From an optimization exercise on the open Yosys and OpenROAD flow, aimed at small area and a short achievable clock period; shortcuts taken in it are not production practice. Where RTL was checked, it was by simulation tests only, not by an equivalence proof against the original. Power is estimated from default activity; no workload was simulated.

==> job 4324 <==
## video_uut
module video_uut (
    input  wire         clk_i       ,
    input  wire         cen_i       ,
    input  wire         rst_i       ,
    input  wire         vid_sel_i   ,
    input  wire [23:0]  vid_rgb_i   ,
    input  wire [1:0]   vh_blank_i  ,
    input  wire [2:0]   dvh_sync_i  ,
    output wire [2:0]   dvh_sync_o  ,
    output wire [23:0]  vid_rgb_o
);
Settings: LEC_CHECK=0, CAP_MARGIN=20, CORE_MARGIN=2, CORE_UTILIZATION=40, CTS_BUF_LIST=sky130_fd_sc_hd__clkbuf_4 sky130_fd_sc_hd__clkbuf_8, SLEW_MARGIN=20; clock period 14.0 ns.
standard.sh (not shown) runs the stock make flow with config.mk's settings and CLKGATE_MAP_FILE= SYNTH_SCRIPT=/design/flow/synth_recipe.tcl, a recipe that flattens the netlist after the stock synthesis.
==> flow/flow/run.sh <==
#!/bin/bash
# Standard ORFS layout, with timing repair aiming at extra setup slack so that
# the achieved period (not only the 14 ns clock) is optimised, and plain buf_2
# cells (instead of delay buffers) as the port buffers.
set -euo pipefail
bash standard.sh finish SETUP_SLACK_MARGIN=9.5 "BUFFER_PORTS_ARGS=-buffer_cell sky130_fd_sc_hd__buf_2" > flow_make.log 2>&1
==> job 9698 (differences from job 4324) <==
--- a/flow/design.v
+++ b/flow/design.v
@@ -6,19 +6,17 @@
     input  wire [23:0]  vid_rgb_i   ,
     input  wire [1:0]   vh_blank_i  ,
     input  wire [2:0]   dvh_sync_i  ,
     output wire [2:0]   dvh_sync_o  ,
     output wire [23:0]  vid_rgb_o
 );
     localparam [1:0] S_IDLE = 2'd0, S_ATTACK = 2'd1, S_HOLD = 2'd2, S_DECAY = 2'd3;
-    reg [23:0] vid_rgb_d1;     
-    reg        draw_d1;        
-    reg        bg_d1;          
+    reg [23:0] vid_rgb_d1;
     reg [2:0]  dvh_sync_d1;
-    reg [11:0] x_cnt, y_cnt;    
+    reg [11:0] x_cnt, y_cnt;
     reg        prev_de, prev_vs;
     reg [1:0]  state;
     reg [7:0]  timer;
     reg [3:0]  amp, tamp;
     reg        spd;            
     reg [15:0] lfsr;
     reg [12:0] phase;          
@@ -55,20 +53,22 @@
     wire [7:0]  sum = t_1 + t_2;                  
     wire       a1_en  = (amp != 4'd0);
     wire [1:0] a1     = (amp >= 4'd7) ? 2'd3 : (amp >= 4'd4) ? 2'd2 : (amp >= 4'd2) ? 2'd1 : 2'd0;
     wire       a2_en  = ~((amp == 4'd0) | (amp == 4'd1) | (amp == 4'd2) | (amp == 4'd4) | (amp == 4'd8));
     wire       a2     = (amp == 4'd6) | (amp >= 4'd10);
     wire       a2_neg = (amp == 4'd7);
     wire [10:0] term1 = a1_en ? ({3'b0, sum} << a1) : 11'd0;
+    wire [8:0]  term2 = a2_en ? ({1'b0, sum} << a2) : 9'd0;
     wire        add1 = a2_en & ~a2_neg;
-    wire [14:0] kc  = ~{4'b0, 11'd1072 | {8'd0, lfsr[1:0], 1'b0}} + 15'd2 + {14'b0, add1} + {4'b0, amp, 7'b0};
+    wire [14:0] y2  = {2'b0, y_cnt, 1'b0} + {4'b0, amp, 7'b0};
+    wire [14:0] kc  = ~{4'b0, 11'd1072 | {8'd0, lfsr[1:0], 1'b0}} + 15'd2 + {14'b0, add1};
     wire [14:0] op2 = ~{4'b0, term1};
-    wire [14:0] op3 = ~a2_en ? 15'd0 : a2_neg ? {7'b0, sum} : a2 ? ~{6'b0, sum, 1'b0} : ~{7'b0, sum};
+    wire [14:0] op3 = a2_en ? (a2_neg ? {6'b0, term2} : ~{6'b0, term2}) : 15'd0;
     wire        fix = sum[7] & sum[0] & amp[0];
-    wire [14:0] ypre = {2'b0, y_cnt, 1'b0} + kc;
+    wire [14:0] ypre = y2 + kc;
     wire [14:0] cs_s = ypre ^ op2 ^ op3;
     wire [14:0] cs_c = {(ypre[13:0] & op2[13:0]) | (ypre[13:0] & op3[13:0]) | (op2[13:0] & op3[13:0]), fix};
     wire [4:0]  lo  = {1'b0, cs_s[3:0]} + {1'b0, cs_c[3:0]};
     wire [10:0] hx  = cs_s[14:4] ^ cs_c[14:4];
     wire [10:0] ho  = cs_s[14:4] | cs_c[14:4];
     wire        hi_zero = ((hx[0] == lo[4])) & (hx[10:1] == ho[9:0]);
     wire [2:0]  dv = lo[3:1];
@@ -111,42 +111,39 @@
     wire        stepping = |bsel;
     wire [12:0] b1_sum = (stepping ? {base_1[11:0], 1'b0} : base_1) + (phase & {13{~stepping | (|(bsel & freq_1[3:0]))}});
     wire [12:0] b2_sum = {base_2[11:0], 1'b0} + (phase & {13{|(bsel & freq_2[3:0])}});
     wire [12:0] b1_nxt = go ? (lfsr[12:0] & {13{f1_new[4]}}) :
                          (glitch & (&freq_1)) ? 13'd0 :    
                          (glitch | stepping) ? b1_sum : base_1;
     wire [12:0] b2_nxt = go ? (lfsr[12:0] & {13{f2_new[4]}}) : stepping ? b2_sum : base_2;
-    wire x_last = (x_cnt == 12'h800);
-    wire x_fb   = x_cnt[11] ^ x_cnt[10] ^ x_cnt[9] ^ x_cnt[3] ^ (x_cnt[10:0] == 11'd0);
-    wire x_rst = dvh_sync_i[1] | (~dvh_sync_i[2] & prev_de) | (dvh_sync_i[2] & x_last);
+    wire x_rst = dvh_sync_i[1] | (~dvh_sync_i[2] & prev_de) | (dvh_sync_i[2] & (&x_cnt));
     wire x_inc = ~dvh_sync_i[1] & dvh_sync_i[2];
     always @(posedge clk_i) begin
         if (rst_i) begin
             state <= S_IDLE; timer <= 0; amp <= 0; tamp <= 0; spd <= 0;
             lfsr <= 16'hACE1;
             y_cnt <= 0; prev_de <= 0; prev_vs <= 0;
-            vid_rgb_d1 <= 0; draw_d1 <= 0; bg_d1 <= 1; dvh_sync_d1 <= 0;
+            vid_rgb_d1 <= 0; dvh_sync_d1 <= 0;
         end else if (cen_i) begin
             lfsr <= {lfsr[14:0], lfsr[15] ^ lfsr[13] ^ lfsr[12] ^ lfsr[10]};
             prev_vs <= dvh_sync_i[1];
             if (vs_rise) begin
                 spd <= ~spd;
                 if (spd) begin
                     state <= st_nxt;
                     if (timer_we) timer <= timer_nxt;
-                    if (amp_we) amp <= amp_nxt;
+                    if (amp_we)   amp   <= amp_nxt;
                     if (tamp_we)  tamp  <= tamp_nxt;
                 end
             end
             prev_de <= dvh_sync_i[2];
             if (dvh_sync_i[1]) y_cnt <= 0;
             else if (~dvh_sync_i[2] & prev_de) y_cnt <= y_cnt + 1;
-            draw_d1    <= draw;
-            bg_d1      <= ~draw;
-            vid_rgb_d1 <= vid_sel_i ? 24'h0 : vid_rgb_i;
+            if (draw) vid_rgb_d1 <= 24'h00FF00;
+            else      vid_rgb_d1 <= vid_sel_i ? 24'h0 : vid_rgb_i;
             dvh_sync_d1 <= dvh_sync_i;
         end
     end
     always @(posedge clk_i) begin
         if (cen_i) begin
             base_1 <= b1_nxt;
             base_2 <= b2_nxt;
@@ -156,15 +153,14 @@
                 phase  <= lfsr[12:0];
                 freq_1 <= f1_new;
                 freq_2 <= f2_new;
             end else if (glitch) freq_1 <= freq_1 + 1;
             if (x_rst) begin
                 x_cnt <= 0; acc_1 <= b1_nxt; acc_2 <= b2_nxt;
             end else if (x_inc) begin
-                x_cnt <= {x_cnt[10:0], x_fb}; acc_1 <= addf(acc_1, freq_1); acc_2 <= addf(acc_2, freq_2);
+                x_cnt <= x_cnt + 1; acc_1 <= addf(acc_1, freq_1); acc_2 <= addf(acc_2, freq_2);
             end
         end
     end
     assign dvh_sync_o = dvh_sync_d1;
-    assign vid_rgb_o  = {vid_rgb_d1[23:16] & {8{bg_d1}}, vid_rgb_d1[15:8] | {8{draw_d1}},
-                         vid_rgb_d1[7:0] & {8{bg_d1}}};
+    assign vid_rgb_o  = vid_rgb_d1;
 endmodule
==> flow/flow/run.sh (replaced) <==
#!/bin/bash
# Standard ORFS layout, with timing repair aiming at extra setup slack so that
# the achieved period (not only the 14 ns clock) is optimised.
set -euo pipefail
bash standard.sh finish SETUP_SLACK_MARGIN=9.5 > flow_make.log 2>&1
==> flow/config.mk (replaced) <==
export PLATFORM = sky130hd
export DESIGN_NAME = video_uut
export DESIGN_NICKNAME = video_uut
export VERILOG_FILES = /design/flow/design.v
export SDC_FILE = /design/flow/constraint.sdc
export NUM_CORES = 4
export LEC_CHECK = 0
export CAP_MARGIN = 20
export CORE_MARGIN = 2
export CORE_UTILIZATION = 40
export SLEW_MARGIN = 20
==> job 7649 (differences from job 4324) <==
--- a/flow/design.v
+++ b/flow/design.v
@@ -6,19 +6,17 @@
     input  wire [23:0]  vid_rgb_i   ,
     input  wire [1:0]   vh_blank_i  ,
     input  wire [2:0]   dvh_sync_i  ,
     output wire [2:0]   dvh_sync_o  ,
     output wire [23:0]  vid_rgb_o
 );
     localparam [1:0] S_IDLE = 2'd0, S_ATTACK = 2'd1, S_HOLD = 2'd2, S_DECAY = 2'd3;
-    reg [23:0] vid_rgb_d1;     
-    reg        draw_d1;        
-    reg        bg_d1;          
+    reg [23:0] vid_rgb_d1;
     reg [2:0]  dvh_sync_d1;
-    reg [11:0] x_cnt, y_cnt;    
+    reg [11:0] x_cnt, y_cnt;
     reg        prev_de, prev_vs;
     reg [1:0]  state;
     reg [7:0]  timer;
     reg [3:0]  amp, tamp;
     reg        spd;            
     reg [15:0] lfsr;
     reg [12:0] phase;          
@@ -49,24 +47,22 @@
                 c = a[i] & c;
             end
         end
     endfunction
     wire [6:0]  t_1 = acc_1[11:5] ^ {7{acc_1[12]}};
     wire [6:0]  t_2 = acc_2[11:5] ^ {7{acc_2[12]}};
     wire [7:0]  sum = t_1 + t_2;                  
-    wire       a1_en  = (amp != 4'd0);
-    wire [1:0] a1     = (amp >= 4'd7) ? 2'd3 : (amp >= 4'd4) ? 2'd2 : (amp >= 4'd2) ? 2'd1 : 2'd0;
-    wire       a2_en  = ~((amp == 4'd0) | (amp == 4'd1) | (amp == 4'd2) | (amp == 4'd4) | (amp == 4'd8));
-    wire       a2     = (amp == 4'd6) | (amp >= 4'd10);
-    wire       a2_neg = (amp == 4'd7);
+    reg        a1_en, a2_en, a2, a2_neg;
+    reg  [1:0] a1;
     wire [10:0] term1 = a1_en ? ({3'b0, sum} << a1) : 11'd0;
+    wire [8:0]  term2 = a2_en ? ({1'b0, sum} << a2) : 9'd0;
     wire        add1 = a2_en & ~a2_neg;
     wire [14:0] kc  = ~{4'b0, 11'd1072 | {8'd0, lfsr[1:0], 1'b0}} + 15'd2 + {14'b0, add1} + {4'b0, amp, 7'b0};
     wire [14:0] op2 = ~{4'b0, term1};
-    wire [14:0] op3 = ~a2_en ? 15'd0 : a2_neg ? {7'b0, sum} : a2 ? ~{6'b0, sum, 1'b0} : ~{7'b0, sum};
+    wire [14:0] op3 = a2_en ? (a2_neg ? {6'b0, term2} : ~{6'b0, term2}) : 15'd0;
     wire        fix = sum[7] & sum[0] & amp[0];
     wire [14:0] ypre = {2'b0, y_cnt, 1'b0} + kc;
     wire [14:0] cs_s = ypre ^ op2 ^ op3;
     wire [14:0] cs_c = {(ypre[13:0] & op2[13:0]) | (ypre[13:0] & op3[13:0]) | (op2[13:0] & op3[13:0]), fix};
     wire [4:0]  lo  = {1'b0, cs_s[3:0]} + {1'b0, cs_c[3:0]};
     wire [10:0] hx  = cs_s[14:4] ^ cs_c[14:4];
     wire [10:0] ho  = cs_s[14:4] | cs_c[14:4];
@@ -111,42 +107,47 @@
     wire        stepping = |bsel;
     wire [12:0] b1_sum = (stepping ? {base_1[11:0], 1'b0} : base_1) + (phase & {13{~stepping | (|(bsel & freq_1[3:0]))}});
     wire [12:0] b2_sum = {base_2[11:0], 1'b0} + (phase & {13{|(bsel & freq_2[3:0])}});
     wire [12:0] b1_nxt = go ? (lfsr[12:0] & {13{f1_new[4]}}) :
                          (glitch & (&freq_1)) ? 13'd0 :    
                          (glitch | stepping) ? b1_sum : base_1;
     wire [12:0] b2_nxt = go ? (lfsr[12:0] & {13{f2_new[4]}}) : stepping ? b2_sum : base_2;
-    wire x_last = (x_cnt == 12'h800);
-    wire x_fb   = x_cnt[11] ^ x_cnt[10] ^ x_cnt[9] ^ x_cnt[3] ^ (x_cnt[10:0] == 11'd0);
-    wire x_rst = dvh_sync_i[1] | (~dvh_sync_i[2] & prev_de) | (dvh_sync_i[2] & x_last);
+    wire x_rst = dvh_sync_i[1] | (~dvh_sync_i[2] & prev_de) | (dvh_sync_i[2] & (&x_cnt));
     wire x_inc = ~dvh_sync_i[1] & dvh_sync_i[2];
     always @(posedge clk_i) begin
         if (rst_i) begin
             state <= S_IDLE; timer <= 0; amp <= 0; tamp <= 0; spd <= 0;
+            a1_en <= 0; a1 <= 0; a2_en <= 0; a2 <= 0; a2_neg <= 0;
             lfsr <= 16'hACE1;
             y_cnt <= 0; prev_de <= 0; prev_vs <= 0;
-            vid_rgb_d1 <= 0; draw_d1 <= 0; bg_d1 <= 1; dvh_sync_d1 <= 0;
+            vid_rgb_d1 <= 0; dvh_sync_d1 <= 0;
         end else if (cen_i) begin
             lfsr <= {lfsr[14:0], lfsr[15] ^ lfsr[13] ^ lfsr[12] ^ lfsr[10]};
             prev_vs <= dvh_sync_i[1];
             if (vs_rise) begin
                 spd <= ~spd;
                 if (spd) begin
                     state <= st_nxt;
                     if (timer_we) timer <= timer_nxt;
-                    if (amp_we) amp <= amp_nxt;
+                    if (amp_we) begin
+                        amp    <= amp_nxt;
+                        a1_en  <= (amp_nxt != 4'd0);
+                        a1     <= (amp_nxt >= 4'd7) ? 2'd3 : (amp_nxt >= 4'd4) ? 2'd2 : (amp_nxt >= 4'd2) ? 2'd1 : 2'd0;
+                        a2_en  <= ~((amp_nxt == 4'd0) | (amp_nxt == 4'd1) | (amp_nxt == 4'd2) | (amp_nxt == 4'd4) | (amp_nxt == 4'd8));
+                        a2     <= (amp_nxt == 4'd6) | (amp_nxt >= 4'd10);
+                        a2_neg <= (amp_nxt == 4'd7);
+                    end
                     if (tamp_we)  tamp  <= tamp_nxt;
                 end
             end
             prev_de <= dvh_sync_i[2];
             if (dvh_sync_i[1]) y_cnt <= 0;
             else if (~dvh_sync_i[2] & prev_de) y_cnt <= y_cnt + 1;
-            draw_d1    <= draw;
-            bg_d1      <= ~draw;
-            vid_rgb_d1 <= vid_sel_i ? 24'h0 : vid_rgb_i;
+            if (draw) vid_rgb_d1 <= 24'h00FF00;
+            else      vid_rgb_d1 <= vid_sel_i ? 24'h0 : vid_rgb_i;
             dvh_sync_d1 <= dvh_sync_i;
         end
     end
     always @(posedge clk_i) begin
         if (cen_i) begin
             base_1 <= b1_nxt;
             base_2 <= b2_nxt;
@@ -156,15 +157,14 @@
                 phase  <= lfsr[12:0];
                 freq_1 <= f1_new;
                 freq_2 <= f2_new;
             end else if (glitch) freq_1 <= freq_1 + 1;
             if (x_rst) begin
                 x_cnt <= 0; acc_1 <= b1_nxt; acc_2 <= b2_nxt;
             end else if (x_inc) begin
-                x_cnt <= {x_cnt[10:0], x_fb}; acc_1 <= addf(acc_1, freq_1); acc_2 <= addf(acc_2, freq_2);
+                x_cnt <= x_cnt + 1; acc_1 <= addf(acc_1, freq_1); acc_2 <= addf(acc_2, freq_2);
             end
         end
     end
     assign dvh_sync_o = dvh_sync_d1;
-    assign vid_rgb_o  = {vid_rgb_d1[23:16] & {8{bg_d1}}, vid_rgb_d1[15:8] | {8{draw_d1}},
-                         vid_rgb_d1[7:0] & {8{bg_d1}}};
+    assign vid_rgb_o  = vid_rgb_d1;
 endmodule
==> job 2336 (differences from job 4324) <==
--- a/flow/design.v
+++ b/flow/design.v
@@ -49,19 +49,16 @@
                 c = a[i] & c;
             end
         end
     endfunction
     wire [6:0]  t_1 = acc_1[11:5] ^ {7{acc_1[12]}};
     wire [6:0]  t_2 = acc_2[11:5] ^ {7{acc_2[12]}};
     wire [7:0]  sum = t_1 + t_2;                  
-    wire       a1_en  = (amp != 4'd0);
-    wire [1:0] a1     = (amp >= 4'd7) ? 2'd3 : (amp >= 4'd4) ? 2'd2 : (amp >= 4'd2) ? 2'd1 : 2'd0;
-    wire       a2_en  = ~((amp == 4'd0) | (amp == 4'd1) | (amp == 4'd2) | (amp == 4'd4) | (amp == 4'd8));
-    wire       a2     = (amp == 4'd6) | (amp >= 4'd10);
-    wire       a2_neg = (amp == 4'd7);
+    reg        a1_en, a2_en, a2, a2_neg;
+    reg  [1:0] a1;
     wire [10:0] term1 = a1_en ? ({3'b0, sum} << a1) : 11'd0;
     wire        add1 = a2_en & ~a2_neg;
     wire [14:0] kc  = ~{4'b0, 11'd1072 | {8'd0, lfsr[1:0], 1'b0}} + 15'd2 + {14'b0, add1} + {4'b0, amp, 7'b0};
     wire [14:0] op2 = ~{4'b0, term1};
     wire [14:0] op3 = ~a2_en ? 15'd0 : a2_neg ? {7'b0, sum} : a2 ? ~{6'b0, sum, 1'b0} : ~{7'b0, sum};
     wire        fix = sum[7] & sum[0] & amp[0];
     wire [14:0] ypre = {2'b0, y_cnt, 1'b0} + kc;
@@ -118,26 +115,34 @@
     wire x_last = (x_cnt == 12'h800);
     wire x_fb   = x_cnt[11] ^ x_cnt[10] ^ x_cnt[9] ^ x_cnt[3] ^ (x_cnt[10:0] == 11'd0);
     wire x_rst = dvh_sync_i[1] | (~dvh_sync_i[2] & prev_de) | (dvh_sync_i[2] & x_last);
     wire x_inc = ~dvh_sync_i[1] & dvh_sync_i[2];
     always @(posedge clk_i) begin
         if (rst_i) begin
             state <= S_IDLE; timer <= 0; amp <= 0; tamp <= 0; spd <= 0;
+            a1_en <= 0; a1 <= 0; a2_en <= 0; a2 <= 0; a2_neg <= 0;
             lfsr <= 16'hACE1;
             y_cnt <= 0; prev_de <= 0; prev_vs <= 0;
             vid_rgb_d1 <= 0; draw_d1 <= 0; bg_d1 <= 1; dvh_sync_d1 <= 0;
         end else if (cen_i) begin
             lfsr <= {lfsr[14:0], lfsr[15] ^ lfsr[13] ^ lfsr[12] ^ lfsr[10]};
             prev_vs <= dvh_sync_i[1];
             if (vs_rise) begin
                 spd <= ~spd;
                 if (spd) begin
                     state <= st_nxt;
                     if (timer_we) timer <= timer_nxt;
-                    if (amp_we) amp <= amp_nxt;
+                    if (amp_we) begin
+                        amp    <= amp_nxt;
+                        a1_en  <= (amp_nxt != 4'd0);
+                        a1     <= (amp_nxt >= 4'd7) ? 2'd3 : (amp_nxt >= 4'd4) ? 2'd2 : (amp_nxt >= 4'd2) ? 2'd1 : 2'd0;
+                        a2_en  <= ~((amp_nxt == 4'd0) | (amp_nxt == 4'd1) | (amp_nxt == 4'd2) | (amp_nxt == 4'd4) | (amp_nxt == 4'd8));
+                        a2     <= (amp_nxt == 4'd6) | (amp_nxt >= 4'd10);
+                        a2_neg <= (amp_nxt == 4'd7);
+                    end
                     if (tamp_we)  tamp  <= tamp_nxt;
                 end
             end
             prev_de <= dvh_sync_i[2];
             if (dvh_sync_i[1]) y_cnt <= 0;
             else if (~dvh_sync_i[2] & prev_de) y_cnt <= y_cnt + 1;
             draw_d1    <= draw;
==> flow/config.mk (replaced) <==
export PLATFORM = sky130hd
export DESIGN_NAME = video_uut
export DESIGN_NICKNAME = video_uut
export VERILOG_FILES = /design/flow/design.v
export SDC_FILE = /design/flow/constraint.sdc
export NUM_CORES = 4
export LEC_CHECK = 0
export CAP_MARGIN = 20
export CORE_MARGIN = 2
export CORE_UTILIZATION = 60
export CTS_BUF_LIST = sky130_fd_sc_hd__clkbuf_4 sky130_fd_sc_hd__clkbuf_8
export PLACE_DENSITY = 0.7
export SLEW_MARGIN = 20
==> comparison table <==
Met3 usage in global routing: job 7649 0.0251; job 9698 0.0303; job 2336 0.0467; job 4324 0.0231
Placed Cells: job 7649 1702; job 9698 1683; job 2336 1598; job 4324 1735
Met1 usage in global routing: job 7649 0.271; job 9698 0.259; job 2336 0.407; job 4324 0.278
Switching Fraction: job 7649 0.343; job 9698 0.336; job 2336 0.376; job 4324 0.382
Die area: job 7649 0.0314 mm²; job 9698 0.0308 mm²; job 2336 0.0212 mm²; job 4324 0.0316 mm²
Xor and xnor area share after synthesis: job 7649 0.0714; job 9698 0.0729; job 2336 0.0632; job 4324 0.0631
Result of the run: job 7649 complete, no violations; job 9698 complete, no violations; job 2336 complete, no violations; job 4324 complete, no violations
Clock-net power: job 7649 395 µW; job 9698 466 µW; job 2336 354 µW; job 4324 339 µW
Number of library cell types mapped by synthesis: job 7649 74; job 9698 73; job 2336 76; job 4324 73
Tightest Pin Transition: job 7649 1.07 ns; job 9698 1.07 ns; job 2336 1.02 ns; job 4324 0.947 ns
WL met3: job 7649 980 µm; job 9698 1260 µm; job 2336 1700 µm; job 4324 1200 µm
Setup slack, reg-to-reg: job 7649 9.15 ns; job 9698 9.12 ns; job 2336 9.53 ns; job 4324 9.21 ns
Fraction of area in registers: job 7649 0.321; job 9698 0.300; job 2336 0.324; job 4324 0.315
Worst-path cell with the longest stage delay: job 7649 fa_2; job 9698 fa_1; job 2336 edfxtp_1; job 4324 fa_1
Sequential cell area in the final layout: job 7649 0.00432 mm²; job 9698 0.00421 mm²; job 2336 0.00436 mm²; job 4324 0.00424 mm²
Most used cell, CP: job 7649 xor2_1; job 9698 -; job 2336 -; job 4324 xor2_1
Signal arrival time at the worst endpoint: job 7649 5.22 ns; job 9698 5.20 ns; job 2336 4.84 ns; job 4324 5.20 ns
Count of vias placed by the detailed router: job 7649 9471; job 9698 9370; job 2336 9770; job 4324 9921
Power drawn by the combinational cells: job 7649 518 µW; job 9698 622 µW; job 2336 668 µW; job 4324 643 µW
Post-layout minimum cycle time: job 7649 4.85 ns; job 9698 4.88 ns; job 2336 4.47 ns; job 4324 4.79 ns
Portion of total power attributed to the clock network: job 7649 0.257; job 9698 0.276; job 2336 0.214; job 4324 0.213
Half-perimeter wire length after detailed placement: job 7649 20500 µm; job 9698 20400 µm; job 2336 20600 µm; job 4324 23000 µm
Netlist area before placement: job 7649 0.0120 mm²; job 9698 0.0118 mm²; job 2336 0.0120 mm²; job 4324 0.0121 mm²
Worst hold margin: job 7649 0.468 ns; job 9698 0.475 ns; job 2336 0.473 ns; job 4324 0.470 ns
Met2 wire length: job 7649 13300 µm; job 9698 13600 µm; job 2336 13300 µm; job 4324 15500 µm
The RTL of job 4324 was laid out without a check of its function.

[separate check: timing with driven ports]
In the flow no input, the clock included, has a driving cell. The finished layouts below were timed again as built, in two steps.
Step 1 sets driving cells, clkbuf_16 on the clock port and buf_2 on the other inputs (assumed; they add their load-dependent delay and slew).
Step 2 times the ports against the registers' clock, not the clock port: input delays grow and output delays shrink by t, the midpoint of the rising clock arrivals with the driver on.
Three values: no drivers, after step 1, after step 2; two values: the first two.
run	t, ns	setup WS [ns]	worst register clock-pin slew, ns	cell pins on the clock port's net
job 4324	0.504	9.209 / 9.209 / 9.066	0.11 / 0.11	1
job 9698	0.468	9.121 / 9.121 / 9.121	0.07 / 0.07	1
job 7649	0.502	9.145 / 9.145 / 9.144	0.10 / 0.10	1
job 2336	0.522	9.527 / 9.527 / 9.091	0.11 / 0.11	1
After both steps every run listed still meets setup and hold. For job 2336, which loses most, drivers alone change the setup slack by 0.000 ns; drivers and shift together by -0.436 ns.
